Background: an optimization exercise with open tools, aiming at a short achievable clock period and few clock cycles. Do not read the settings as production practice. The RTL was checked by simulation tests, not by an equivalence proof against the original design. No activity file was given, so power comes from the tool's default toggle rates.

==> flow/design.v <==
module ALU (a, b, sub, uns, sel, link, res);
    input  [31:0] a, b, link;
    input         sub, uns;
    input  [5:0]  sel;            
    output [31:0] res;
    wire [31:0] bx = sub ? ~b : b;
    wire [32:0] sum33 = {1'b0, a} + {1'b0, bx} + {32'd0, sub};
    wire [31:0] sum = sum33[31:0];
    wire ltu = ~sum33[32];
    wire lts = (a[31] ^ b[31]) ? a[31] : sum[31];
    wire slt = uns ? ltu : lts;
    assign res = ({32{sel[0]}} & sum) |
                 ({32{sel[1]}} & (a & b)) |
                 ({32{sel[2]}} & (a | b)) |
                 ({32{sel[3]}} & (a ^ b)) |
                 ({31'd0, sel[4] & slt}) |
                 ({32{sel[5]}} & link);
endmodule
module PC_mux (a, b, f3, pred, miss);
    input  [31:0] a, b;
    input  [2:0]  f3;
    input         pred;
    output        miss;
    wire beq_c = (a == b);
    wire blt_c = ($signed(a) < $signed(b));
    reg  taken;
    always @* begin
        case (f3)
            3'b000: taken = beq_c;
            3'b001: taken = ~beq_c;
            3'b100: taken = blt_c;
            3'b101: taken = ~blt_c;
            default: taken = 1'b0;
        endcase
    end
    assign miss = taken ^ pred;
endmodule
module Register_file (rs, regs, rd);
    input  [4:0]       rs;
    input  [32*31-1:0] regs;      
    output reg [31:0]  rd;
    integer k;
    always @* begin
        rd = 32'd0;
        for (k = 1; k < 32; k = k + 1)
            rd = rd | ({32{rs == k}} & regs[32*(k-1) +: 32]);
    end
endmodule
module adder_PC4 (a, b, s);
    input  [31:0] a, b;
    output [31:0] s;
    assign s = a + b;
endmodule
module adder_PCimm (pc, ir, tgt_b, tgt_j);
    input  [31:0] pc, ir;
    output [31:0] tgt_b, tgt_j;
    wire [12:0] b_lo = {1'b0, pc[11:0]} + {1'b0, ir[7], ir[30:25], ir[11:8], 1'b0};
    wire [19:0] hi_p1 = pc[31:12] + 20'd1;
    wire [19:0] hi_m1 = pc[31:12] - 20'd1;
    wire [19:0] b_hi = (b_lo[12] == ir[31]) ? pc[31:12] :
                       b_lo[12] ? hi_p1 : hi_m1;
    assign tgt_b = {b_hi, b_lo[11:0]};
    wire [12:0] j_lo = {1'b0, pc[11:0]} + {1'b0, ir[20], ir[30:21], 1'b0};
    wire [8:0]  j_m0 = {1'b0, pc[19:12]} + {1'b0, ir[19:12]};
    wire [8:0]  j_m1 = {1'b0, pc[19:12]} + {1'b0, ir[19:12]} + 9'd1;
    wire [8:0]  j_mid = j_lo[12] ? j_m1 : j_m0;
    wire [11:0] jhi_p1 = pc[31:20] + 12'd1;
    wire [11:0] jhi_m1 = pc[31:20] - 12'd1;
    wire [11:0] j_hi = (j_mid[8] == ir[31]) ? pc[31:20] :
                       j_mid[8] ? jhi_p1 : jhi_m1;
    assign tgt_j = {j_hi, j_mid[7:0], j_lo[11:0]};
endmodule
module RISC_V(clk, rst, imem_addr, imem_rdata, dmem_addr, dmem_wdata, dmem_we, dmem_rdata);
    input clk, rst;
    output [31:0] imem_addr;
    input [31:0] imem_rdata;
    output [31:0] dmem_addr, dmem_wdata;
    output dmem_we;
    input [31:0] dmem_rdata;
    reg [31:0] pc_f;
    reg        e_valid;
    reg [4:0]  e_rd;
    reg        e_we, e_load, e_store, e_branch, e_jalr, e_pred;
    reg [2:0]  e_f3;
    reg [5:0]  e_sel;             
    reg        e_sub, e_unsigned;
    reg [31:0] e_a, e_b, e_r2, e_imm, e_alt, e_link;
    reg        m_valid;
    reg [4:0]  m_rd;
    reg        m_we, m_load, m_store;
    reg [31:0] m_val, m_wdata;
    reg [31:0] rf [1:31];
    wire [31:0] ir = imem_rdata;
    assign imem_addr = pc_f;
    wire [6:0] op  = ir[6:0];
    wire [4:0] rd  = ir[11:7];
    wire [2:0] f3  = ir[14:12];
    wire [4:0] rs1 = ir[19:15];
    wire [4:0] rs2 = ir[24:20];
    wire       f7b = ir[30];
    wire is_r     = (op == 7'b0110011);
    wire is_i     = (op == 7'b0010011);
    wire is_load  = (op == 7'b0000011);
    wire is_store = (op == 7'b0100011);
    wire is_br    = (op == 7'b1100011);
    wire is_lui   = (op == 7'b0110111);
    wire is_jal   = (op == 7'b1101111);
    wire is_jalr  = (op == 7'b1100111);
    wire [31:0] imm_i = {{20{ir[31]}}, ir[31:20]};
    wire [31:0] imm_s = {{20{ir[31]}}, ir[31:25], ir[11:7]};
    wire [31:0] imm_b = {{20{ir[31]}}, ir[7], ir[30:25], ir[11:8], 1'b0};
    wire [31:0] imm_j = {{12{ir[31]}}, ir[19:12], ir[20], ir[30:21], 1'b0};
    wire [31:0] imm_u = {ir[31:12], 12'd0};
    wire use1 = is_r | is_i | is_load | is_store | is_br | is_jalr;
    wire use2 = is_r | is_store | is_br;
    wire writes = (is_r | is_i | is_load | is_lui | is_jal | is_jalr) && (rd != 5'd0);
    reg [5:0] sel;
    reg       sub, uns;
    always @* begin
        sel = 6'b000001;
        sub = 1'b0;
        uns = 1'b0;
        if (is_r | is_i) begin
            case (f3)
                3'b000: begin sel = 6'b000001; sub = is_r & f7b; end
                3'b010: begin sel = 6'b010000; sub = 1'b1; end
                3'b011: begin sel = 6'b010000; sub = 1'b1; uns = 1'b1; end
                3'b110: sel = 6'b000100;
                3'b111: sel = 6'b000010;
                3'b100: sel = 6'b001000;
                default: sel = 6'b000001;
            endcase
        end else if (is_jal | is_jalr) begin
            sel = 6'b100000;
        end
    end
    wire [31:0] e_res;
    wire [31:0] m_res = m_load ? dmem_rdata : m_val;
    wire fe1 = e_valid & e_we & (e_rd == rs1) & ~is_lui;
    wire fe2 = e_valid & e_we & (e_rd == rs2);
    wire fm1 = m_valid & m_we & (m_rd == rs1) & ~is_lui;
    wire fm2 = m_valid & m_we & (m_rd == rs2);
    wire [32*31-1:0] rf_flat;
    genvar gi;
    generate for (gi = 1; gi < 32; gi = gi + 1) begin : rff
        assign rf_flat[32*(gi-1) +: 32] = rf[gi];
    end endgenerate
    wire [31:0] rf1, rf2;
    Register_file RF1 (.rs(rs1), .regs(rf_flat), .rd(rf1));
    Register_file RF2 (.rs(rs2), .regs(rf_flat), .rd(rf2));
    wire s1e = fe1;
    wire s1m = ~fe1 & fm1;
    wire s1r = ~fe1 & ~fm1 & ~is_lui;
    wire s2e = fe2;
    wire s2m = ~fe2 & fm2;
    wire s2r = ~fe2 & ~fm2;
    wire [31:0] v1 = ({32{s1e}} & e_res) | ({32{s1m}} & m_res) | ({32{s1r}} & rf1);
    wire [31:0] v2 = ({32{s2e}} & e_res) | ({32{s2m}} & m_res) | ({32{s2r}} & rf2);
    wire [31:0] f_immv = is_store ? imm_s : is_lui ? imm_u : imm_i;
    wire stall = e_valid & e_load & e_we &
                 ((use1 & (e_rd == rs1)) | (use2 & (e_rd == rs2)));
    wire pred_taken = is_jal | (is_br & ir[31]);
    wire [31:0] tgt_b, tgt_j;
    adder_PCimm TGT (.pc(pc_f), .ir(ir), .tgt_b(tgt_b), .tgt_j(tgt_j));
    wire [31:0] f_pc4 = pc_f + 32'd4;
    ALU ALU_E (.a(e_a), .b(e_b), .sub(e_sub), .uns(e_unsigned), .sel(e_sel),
               .link(e_link), .res(e_res));
    wire br_miss;
    PC_mux BR (.a(e_a), .b(e_r2), .f3(e_f3), .pred(e_pred), .miss(br_miss));
    wire [31:0] jalr_tgt;
    adder_PC4 JT (.a(e_a), .b(e_imm), .s(jalr_tgt));
    wire e_br_miss = e_valid & e_branch & br_miss;
    wire e_jr = e_valid & e_jalr;
    reg        m_jr;
    reg [31:0] m_tgt;
    wire sel_other = m_jr | e_br_miss | stall;
    wire sel_j  = ~sel_other & is_jal;
    wire sel_b  = ~sel_other & is_br & ir[31];
    wire sel_4  = ~sel_other & ~is_jal & ~(is_br & ir[31]);
    wire [31:0] pc_other = m_jr ? m_tgt : e_br_miss ? e_alt : pc_f;
    wire [31:0] pc_next = ({32{sel_j}} & tgt_j) | ({32{sel_b}} & tgt_b) |
                          ({32{sel_4}} & f_pc4) | ({32{sel_other}} & pc_other);
    always @(posedge clk or posedge rst) begin
        if (rst) begin
            pc_f <= 32'd0;
            e_valid <= 1'b0;
            m_valid <= 1'b0;
            m_store <= 1'b0;
            m_jr <= 1'b0;
        end else begin
            pc_f <= pc_next;
            e_valid <= ~stall & ~e_br_miss & ~e_jr & ~m_jr;
            m_jr <= e_jr;
            m_valid <= e_valid;
            m_store <= e_valid & e_store;
        end
    end
    always @(posedge clk) begin
        e_rd <= rd;
        e_we <= writes;
        e_load <= is_load;
        e_store <= is_store;
        e_branch <= is_br;
        e_jalr <= is_jalr;
        e_pred <= pred_taken;
        e_f3 <= f3;
        e_sel <= sel;
        e_sub <= sub;
        e_unsigned <= uns;
        e_a <= v1;
        e_b <= (is_r | is_br) ? v2 : f_immv;
        e_r2 <= v2;
        e_imm <= imm_i;
        e_alt <= ir[31] ? f_pc4 : tgt_b;
        e_link <= f_pc4;
    end
    always @(posedge clk) begin
        m_rd <= e_rd;
        m_we <= e_we;
        m_load <= e_load;
        m_val <= e_res;
        m_wdata <= e_r2;
        m_tgt <= jalr_tgt;
    end
    always @(posedge clk) begin
        if (m_valid && m_we)
            rf[m_rd] <= m_res;
    end
    assign dmem_addr = m_val;
    assign dmem_wdata = m_wdata;
    assign dmem_we = m_store;
endmodule
==> flow/flow/run.sh <==
#!/bin/bash
set -euo pipefail
bash standard.sh SETUP_SLACK_MARGIN=6 ADDER_MAP_FILE= ABC_CLOCK_PERIOD_IN_PS=2500 finish > standard_make.log 2>&1
==> flow/standard.sh <==
#!/bin/bash
# synth_recipe.tcl (not shown) runs the flow's synth.tcl, then flattens the netlist and writes it again
# the make line also repeats each setting of config.mk as NAME=value (left out here)
make -C /OpenROAD-flow-scripts/flow DESIGN_CONFIG=/design/flow/config.mk WORK_HOME=/design/flow/orfs CLKGATE_MAP_FILE= SYNTH_SCRIPT=/design/flow/synth_recipe.tcl "${@:-finish}"
==> flow/config.mk <==
export PLATFORM = sky130hd
export DESIGN_NAME = RISC_V
export DESIGN_NICKNAME = RISC_V
export VERILOG_FILES = /design/flow/design.v
export SDC_FILE = /design/flow/constraint.sdc
export NUM_CORES = 4
export LEC_CHECK = 0
export CAP_MARGIN = 20
export CORE_MARGIN = 2
export CORE_UTILIZATION = 40
export SLEW_MARGIN = 20
export SYNTH_HIERARCHICAL = 1
==> flow/constraint.sdc <==
create_clock -name core_clock -period 8.8 [get_ports {clk}]
set_input_delay 1.7600 -clock core_clock [delete_from_list [all_inputs] [get_ports {clk}]]
set_output_delay 1.7600 -clock core_clock [all_outputs]
set_load 0.01 [all_outputs]
==> impl_results.md <==
- Most common cell after layout, fill and taps aside: edfxtp_1
- Critical path's slowest cell: nand4_1
- Top Family by Delay on Critical Path: simple AND/OR/NAND/NOR gates
- Worst-path clk slew: around 0.07 ns
- Distinct cell type count of the synthesized netlist: between 100 and 150
- Crit path from: imem_rdata[20]
- DIE WIDTH: 415 um
- Gpl congestion: around 1
- Wire length per cell: about 38 um
- Post-Layout Inst Area: between 90000 and 100000 um^2
- Drt total wl: 338000 um
- Status: timing/DRC/antenna clean
- Synth area leaders: edfxtp_1 44%, dfxtp_1 8.8%, mux2i_1 5.6%, a22oi_1 4.6%, xnor2_1 2.8%
- DR top layer: met5
- Primary FF master, synth: edfxtp_1
- Post-synth top area share: 0.440
- CTS tree: yes
- Met3 wire len: just over 50000 um
- Unrepaired setup endpoints after global routing: yes
- Hold wc startpoint: e_load$_DFF_P_
- Vias: about 64000
- Synthesized area per cell: approximately 11 um^2
- P&R area growth vs syn: 35.3%
- Number of flops mapped to enable cells by yosys: 992
- Final worst setup slack: between 4 and 5 ns
- Critical path endpoint category: flip-flop
- Post-DP HPWL: around 190000 um
- Fmax: between 200 and 300 MHz
- Crit-path cells: clkbuf_16 > buf_16 > buf_12 > nand2_8 > buf_12 > nor3_4 > buf_4 > a22o_1 > nor4b_4 > nand4_1 > a21oi_2 > o21ai_1
- Vias in the first global route: slightly below 60000
- Placed Area: between 70000 and 80000 um^2
- Die height: approximately 420 um
- Largest net degree at the start of global routing: 48
- DRC viols: 0
- Worst endpoint data arrival time: ~4.7 ns
- Slew @ Worst Pin: slightly above 1 ns
- Ys async rst share: 0.0272
- GR Util All Layers: 0.369
- Sink Count: about 1300
- Clock period minus worst slack: 3.95 ns
- Sum of negative setup slack: 0 ns
- LEAKAGE: 32.6 nW
- Total congestion overflow: 0
- Post-DRT Antenna Nets: 0
- Slowest stage delay, CP: 0.71 ns
- WS Path Type: in -> reg
- R2R Path Start: e_r2[25]$_DFF_P_
- Most common cell on crit path: buf_12
- First-pass GRT wire length: around 450000 um
- Total CTS buffers: between 100 and 150
- Max-slew violations: 0
- Root Driver: clkbuf_16
- Starting Density: 0.401
- DR vias/cell: 7.07
- Met2 routed WL: between 100000 and 150000 um
- # Max-Cap Violations: 0
- WP buf/inv: 5
- Synth Register Bits: 1325
- Port bufs: roughly 160
- Met1 Wirelength: 113000 um
- Num rows: about 150
- Io pins: between 150 and 200
- Post-Place Setup Slack: a little over 3 ns
- Crit Path Max Fanout: 11
- Max rail drop VDD: ~200 uV
- CTS Buffer Depth: 3
- Share of layout cells above drive strength 1: 0.340
- Warnings from Yosys: 9
- Worst setup SP type: input port
- Syn Std Cell Area: between 60000 and 70000 um^2
- Starting DRT DRC Count: about 12000
- Clock Latency Late Sink: 0.84 ns
- Net Count, Synth: 5978
- Core box area: 169000 um^2
- Final period utilization: 0.449
- Final Setup Violations: 0
- 1st-pass router iterations: 17
- Cells after synthesis: between 5000 and 6000
- Most frequent cells in the layout: 992 x edfxtp_1, 485 x buf_4, 363 x mux2i_1
- Seq/Total Area, Yosys: 0.541
- Max-Slew Margin vs Limit: 0.320
- Pwr dens: approximately 220 nW/um^2
- Yosys top cell by area: edfxtp_1
- CTS H-tree depth: 4
- Final hold vios: 0
- Nets@finish: 6711
- CP required: around 9.5 ns
- Worst min path class: reg -> reg
- Initial antenna violation count: 35
- Cts hold-fix bufs: 0
- Die footprint: about 170000 um^2
- Clock Skews: 0.0491 ns
## registers in the layout, indices dropped and copies added (netlist names), 3 cells and up
signal   cells
e_r2        32
e_f3         3
m_tgt       32
m_rd         5
e_a         32
e_alt       32
e_imm       12
pc_f        32
m_val       32
e_link      32
e_sel        6
rf         992
e_b         32
m_wdata     32
e_rd         5
## per-module statistics from Yosys (local to each module, per instance)
module         cells inside  times used  area (um^2)
PC_mux                  142           1         1040
adder_PC4               269           1         1760
adder_PCimm             375           1         2580
Register_file          1018           2         7410
ALU                     823           1         5220
RISC_V                 2267           1        42300
## worst paths after layout
kind | slack [ns] | depth (start not counted) | end
min reg2reg | 0.38 | 0 | m_load$_DFF_P_
min | 0.38 | 0 | m_load$_DFF_P_
max in group asynchronous | 7.07 | 3 | pc_f[3]$_DFF_PP0_
max | 4.85 | 12 | e_b[19]$_DFF_P_
max reg2reg | 5.00 | 15 | pc_f[28]$_DFF_PP0_
min in group asynchronous | 1.20 | 2 | pc_f[23]$_DFF_PP0_
## synthesized netlist by cell type, drive strengths merged (26+ instances only)
library cell and instances:
dfrtp 36, nor2b 41, a221oi 27, mux2 87
a221o 82, xnor2 221, mux2i 381, a21o 31
and2 29, inv 107, nand4 100, a32oi 82
o22ai 199, xor2 89, a211o 28, or3 66
clkbuf 258, nand3 149, and3 85, a22o 70
a21oi 247, nor3 83, nor2 353, a2111oi 33
buf 200, a31oi 54, nand2b 63, o21ai 133
maj3 66, nor4 29, edfxtp 992, a2bb2oi 35
o221ai 26, a22oi 411, or4 49, nand2 326
o211ai 39, dfxtp 297
## timing repair
action,CTS,global route
gates cloned,87,12
pin swaps,347,251
setup endpoints to repair,741,615
buffers inserted,448,152
resized for setup,1712,360
## layout make-up
type	instances	area (um^2)
Timing Repair Buffer	1010	12200
Sequential cell	1325	36900
Multi-Input combinational cell	4039	34300
Fill cell	13700	77000
Antenna cell	24	60.1
Clock inverter	85	830
Inverter	107	478
Tap cell	2218	2780
Clock buffer	190	4010
Timing Repair inverter	13	95.1
## cell families after synthesis
kind of cell	after synthesis	share of synthesized area
AO/OA/AOI/OAI	1681	0.183
AND/OR/NAND/NOR	1495	0.116
flip-flops	1325	0.541
buffers and inverters	565	0.0381
multiplexers	470	0.0714
XOR/XNOR	310	0.0405
adder cells (fa/ha/maj)	66	0.00996
## report_power, final
| part | internal, mW | switching (mW) |
|---|---|---|
| logic | 2.29 | 3.59 |
| clock network | 3.52 | 2.76 |
| registers | 7.64 | 0.376 |
| total | 13.5 | 6.72 |
## worst reg2reg max path, delay by kind of cell, from the launching register on
kind,cells,cell delay [ns]
AOI/OAI and AO/OA,6,1.00
and+or+nand+nor,3,0.77
muxes,2,0.59
DFF,1,0.47
adders and majority gates,1,0.40
buffers and inverters,3,0.39
## through the flow
step                total power, mW  std cells  hold slack (ns)   util
global route                   20.5       8992            0.391  0.543
CTS                            19.4       8822            0.378  0.523
floorplan                      10.3       5912            0.331      -
global placement               12.1       8010            0.373  0.430
detailed placement             12.1       8012            0.373  0.430
finish                         20.2       9011            0.384  0.543
## layer usage
metal | up-vias | global-route usage
met5 | - | 0
met4 | 10 | 0.290
met3 | 1851 | 0.159
met2 | 5860 | 0.529
met1 | 31100 | 0.432
li1 | 24900 | -
Testbench counts, summed over its fixed seeds: cycles 166,949.

-- static timing again, ports no longer ideal --
No port has a modelled driver above. Below, the same layout with a new extraction and two added sets of constraints. Step 1 assumes that a clkbuf_16 drives the clock port and a buf_2 every other input. Step 2 adds t to the input delays and takes it off the output delays; t is the mean of the earliest and latest rising clock arrival at the registers after step 1. Input paths then give back, and output paths get back, about the clock's delay inside the block. a / b / c = no drivers / after step 1 / after step 2; a / b = the first two.
t (ns): 0.911
slack for setup (ns): 4.845 / 4.670 / 3.759
latest minus earliest clock arrival (ns): 0.055 / 0.055
worst register clock-pin slew, ns: 0.07 / 0.07
cell pins on the clock port's net: 1
After both steps this run still meets setup and hold. For this run, drivers alone change the setup slack by -0.175 ns; drivers and shift together by -1.086 ns.
